Source: an optimization exercise on an open RTL-to-GDS flow (aim: small area). Production flows keep margins and buffers that such runs may drop. In this exercise RTL edits were held to simulation tests only and were not proved equivalent to the original. Power figures rest on the tool's default switching activity, not on a simulated workload.

Setup of lane 1:
Design slide_puzzle, start of the top module:
module slide_puzzle(
	input clk,
	input resetn,
	input [3: 0] KEY,
	output [7: 0] x,
	output [6: 0] y,
	output [2: 0] colour,
	output [6: 0] HEX0,
	output [6: 0] HEX1,
	output [6: 0] HEX2,
	output [6: 0] HEX3,
	output [6: 0] HEX4,
	output [6: 0] HEX5
);
	wire ifInGame, ifGameOver, ifWin;
	wire [3: 0] minute, sec1, sec0, cnt1, cnt0;
	wire [5: 0] cnt2;
	reg [2: 0] go;
	always @(posedge clk)
	begin
		if (KEY[3] == 1'b0)
			go <= 3'b001;
		else if (KEY[2] == 1'b0)
			go <= 3'b010;
		else if (KEY[1] == 1'b0)
			go <= 3'b011;
		else if (KEY[0] == 1'b0)
			go <= 3'b100;
		else
			go <= 3'b000;
	end
	game g0(
		.clk(clk),
		.resetn(resetn),
		.go(go),
		.xOut(x),
		.yOut(y),
		.colourOut(colour),
		.minuteOut(minute),
		.sec1(sec1),
		.sec0(sec0),
		.cnt2(cnt2),
		.cnt1(cnt1),
		.cnt0(cnt0),
		.ifInGame(ifInGame),
		.ifGameOver(ifGameOver),
		.ifWin(ifWin)
	);
	bcd_decoder h0(.hex_digit(sec0), .segments(HEX0), .ifInGame(ifInGame), .ifGameOver(ifGameOver), .ifWin(ifWin), .hexID(3'b000));
	sec_decoder h1(.hex_digit(sec1), .segments(HEX1), .ifInGame(ifInGame), .ifGameOver(ifGameOver), .ifWin(ifWin), .hexID(3'b001));
	bcd_decoder h2(.hex_digit(minute), .segments(HEX2), .ifInGame(ifInGame), .ifGameOver(ifGameOver), .ifWin(ifWin), .hexID(3'b010));
	bcd_decoder h3(.hex_digit(cnt0), .segments(HEX3), .ifInGame(ifInGame), .ifGameOver(ifGameOver), .ifWin(ifWin), .hexID(3'b011));
	bcd_decoder h4(.hex_digit(cnt1), .segments(HEX4), .ifInGame(ifInGame), .ifGameOver(ifGameOver), .ifWin(ifWin), .hexID(3'b100));
	hex_decoder h5(.hex_digit(cnt2[3:0]), .segments(HEX5), .ifInGame(ifInGame), .ifGameOver(ifGameOver), .ifWin(ifWin), .hexID(3'b101));
endmodule
Size in the first run: about 66 I/O pins, roughly 22,000 um^2 of cells after synthesis.
Settings: LEC_CHECK=0, ABC_AREA=1, CAP_MARGIN=20, CORE_MARGIN=2, CORE_UTILIZATION=40, CTS_BUF_LIST=sky130_fd_sc_hd__clkbuf_8, CTS_CLUSTER_DIAMETER=110, CTS_CLUSTER_SIZE=14, SLEW_MARGIN=20; clock period 20.0 ns.
standard.sh (not shown) runs the stock make flow with config.mk's settings and CLKGATE_MAP_FILE= SYNTH_SCRIPT=/design/flow/synth_recipe.tcl, a recipe that flattens the netlist after the stock synthesis.
==> flow/flow/run.sh <==
#!/bin/bash
# Layout flow: the standard flow, with one step added after synthesis and
# one setting changed.
# - After the standard synthesis (standard.sh synth, unchanged), the
#   combinational logic of its netlist is re-mapped by ABC with an
#   area-oriented script (abc_area.abc); every register instance keeps its
#   name and cell. resynth.py proves the result equivalent to the standard
#   netlist (Yosys, registers paired by name) before it replaces it.
# - The port buffers are buf_1 cells.
# The layout steps are standard.sh's. Each tool's output is in its own log.
set -euo pipefail
WORK=$(pwd)
RES=$WORK/orfs/results/$FLOW_PLATFORM/slide_puzzle/base
LIB=$FLOW_HOME/platforms/$FLOW_PLATFORM/lib/sky130_fd_sc_hd__tt_025C_1v80.lib

# 1. the standard synthesis
bash $WORK/standard.sh synth > $WORK/synth.log 2>&1
cp $RES/1_2_yosys.v $WORK/standard_netlist.v

# 2. re-map the logic; the new netlist replaces the standard one (make then
#    rebuilds 1_synth.odb from it)
python3 $WORK/flow/resynth.py $WORK/standard_netlist.v $WORK/resynth.v $LIB $WORK/flow/abc_area.abc $WORK > $WORK/resynth_py.log 2>&1
cp $WORK/resynth.v $RES/1_2_yosys.v
touch $RES/1_2_yosys.v

# 3. layout
export BUFFER_PORTS_ARGS="-buffer_cell sky130_fd_sc_hd__buf_1"
bash $WORK/standard.sh > $WORK/layout.log 2>&1
==> flow/flow/abc_area.abc <==
strash
&get -n
&deepsyn -T 1200
&put
dch -f
amap
strash
dch -f
amap
Other scripts of this flow, unchanged in this note and not shown: flow/flow/resynth.py
[inputs] lane 2 vs lane 1
==> flow/flow/abc_area.abc <==
strash
&get -n
&deepsyn -T 300
&put
dch -f
amap
strash
dch -f
amap
==> summary.txt <==
- Lane 2 vs lane 1 on combinational cell fraction of total power: lane 2 is the higher one.
- Sequential power share in lane 2 is 1.6 points lower than in lane 1
- Lane 1 and lane 2 ended up with roughly the same post-route non-filler standard cell count.
- The final reports for lane 2 and lane 1 show global-route usage higher in the former.
- Cmp lane 2 vs lane 1: data arrival at the endpoint of the critical path lower in lane 2
- Of the two values seen for slowest cell on the critical path, dfxtp_1 was produced by lane 2 and clkinv_1 by lane 1.
- The critical path buffer and inverter count in lane 2 sits 2 above the value recorded for lane 1.
- Across both runs, setup slack was higher for lane 2 than for lane 1.
- Comparing global-route track usage on met1 for lane 2 and lane 1, the smaller number came from lane 2.
- On count of nets after finishing, lane 2 and lane 1 are basically level.
- Lane 2 vs. lane 1: sequential portion of the cell area held; worst hold-check slack went down 0.0070 ns.


Starting RTL as in the previous note.
clock: 20.0 ns
lec_check: 0
abc_area: 1
cap_margin: 20
core_margin: 2
core_utilization: 40
cts_buf_list: sky130_fd_sc_hd__clkbuf_8
cts_cluster_diameter: 110
cts_cluster_size: 14
slew_margin: 20
==> flow/flow/abc_area.abc <==
strash
&get -n
&deepsyn -T 60
&put
dch -f
amap
==> flow/flow/resynth.py <==
#!/usr/bin/env python3
"""Re-maps the combinational logic of bench's standard synthesis netlist with
ABC (abc_area.abc), keeping every register instance (name, cell, pins) as the
standard synthesis made it, then proves the new netlist equivalent to the
standard one with Yosys (registers paired by instance name). Writes the new
netlist only when the proof succeeds.

usage: resynth.py STANDARD_NETLIST OUT_NETLIST LIBERTY ABC_SCRIPT WORKDIR"""
import re, subprocess, sys, os

std, out, lib, abc, work = sys.argv[1:6]
src = open(std).read()
cells = sorted(set(re.findall(r"\b(sky130_fd_sc_hd__\w+)\s+\S+\s*\(", src)))
seq = [c for c in cells if re.match(r"sky130_fd_sc_hd__(sed|ed|sd|d)f\w*$|sky130_fd_sc_hd__dl[xr]\w*$|\w*dlclkp\w*$", c)]
assert seq, "no registers found"

new = os.path.join(work, "resynth_all.v")
ys = os.path.join(work, "resynth.ys")
open(ys, "w").write(f"""
read_liberty -ignore_miss_func {lib}
read_verilog {std}
hierarchy -top slide_puzzle
setattr -mod -set keep_hierarchy 1 {' '.join(seq)}
flatten
select -module slide_puzzle
opt_clean
abc -script {abc} -liberty {lib} -dont_use *probe* -dont_use *lpflow*
opt_clean -purge
hilomap -singleton -hicell sky130_fd_sc_hd__conb_1 HI -locell sky130_fd_sc_hd__conb_1 LO
insbuf -buf sky130_fd_sc_hd__buf_1 A X
opt_clean -purge
select -clear
blackbox {' '.join(seq)}
stat -liberty {lib}
write_verilog -noattr -nohex -nodec {new}
""")
subprocess.run(["yosys", "-s", ys], check=True, stdout=open(os.path.join(work, "resynth.log"), "w"), stderr=subprocess.STDOUT)

# the same register instances, each in the same cell
reg = re.compile(r"\b(sky130_fd_sc_hd__\w+)\s+(\S+)\s*\(")
def regs(text):
    return sorted((n, c) for c, n in reg.findall(text) if c in seq)
got = open(new).read()
assert regs(got) == regs(src), "registers differ from the standard synthesis"
assert "assign" not in got, "netlist has assign statements"

eq = os.path.join(work, "equiv.ys")
open(eq, "w").write(f"""
read_liberty -ignore_miss_func {lib}
read_verilog {std}
rename slide_puzzle gold
read_verilog {new}
rename slide_puzzle gate
flatten gold gate
opt_clean
equiv_make gold gate eq
hierarchy -top eq
equiv_simple
equiv_status -assert
""")
subprocess.run(["yosys", "-s", eq], check=True, stdout=open(os.path.join(work, "equiv.log"), "w"), stderr=subprocess.STDOUT)
os.replace(new, out)
print("resynthesized netlist written to", out)
Scripts as last shown in full above: flow/flow/run.sh
Next try:
- GPL_TIMING_DRIVEN: default -> 0
After rerunning:
- The changed run ran to the end with no violations
- total power barely changes
- setup slack degrades by 2.0 ns
- cell count does not change
- wire length falls by 4.3%
- via count falls by 0.91%
- clock-buffer cell count rises by 2
- non-clock buffer count falls by 13
- first-iteration DRC count falls by 7.6%
- global-route usage falls by 1.1 points

## static timing again, ports no longer ideal
How much do the figures lean on ideal ports? The routed layouts below were timed once more, with nothing changed but the port constraints. Step 1 sets driving cells, clkbuf_16 on the clock port and buf_2 on the other inputs (assumed; they add their load-dependent delay and slew). Step 2 moves the port delays by t, midway between the first and last clock arrival at a register: inputs arrive t later, outputs are due t later. That takes back most of the time a late clock gives input paths. a / b / c = ideal / step 1 / step 2; a / b = the first two.
run	t (ns)	setup WS [ns]	worst setup path at the end	clock arrival spread, ns
lane 1	0.682	2.680 / 2.623 / 3.305	register to output	0.039 / 0.039
lane 2	0.702	4.119 / 4.061 / 4.763	register to output	0.050 / 0.050
the first run of note 2	0.684	4.097 / 4.044 / 4.728	register to output	0.034 / 0.034
the second run of note 2	0.675	2.127 / 2.072 / 2.747	register to output	0.045 / 0.046
After both steps every run listed still meets setup and hold.
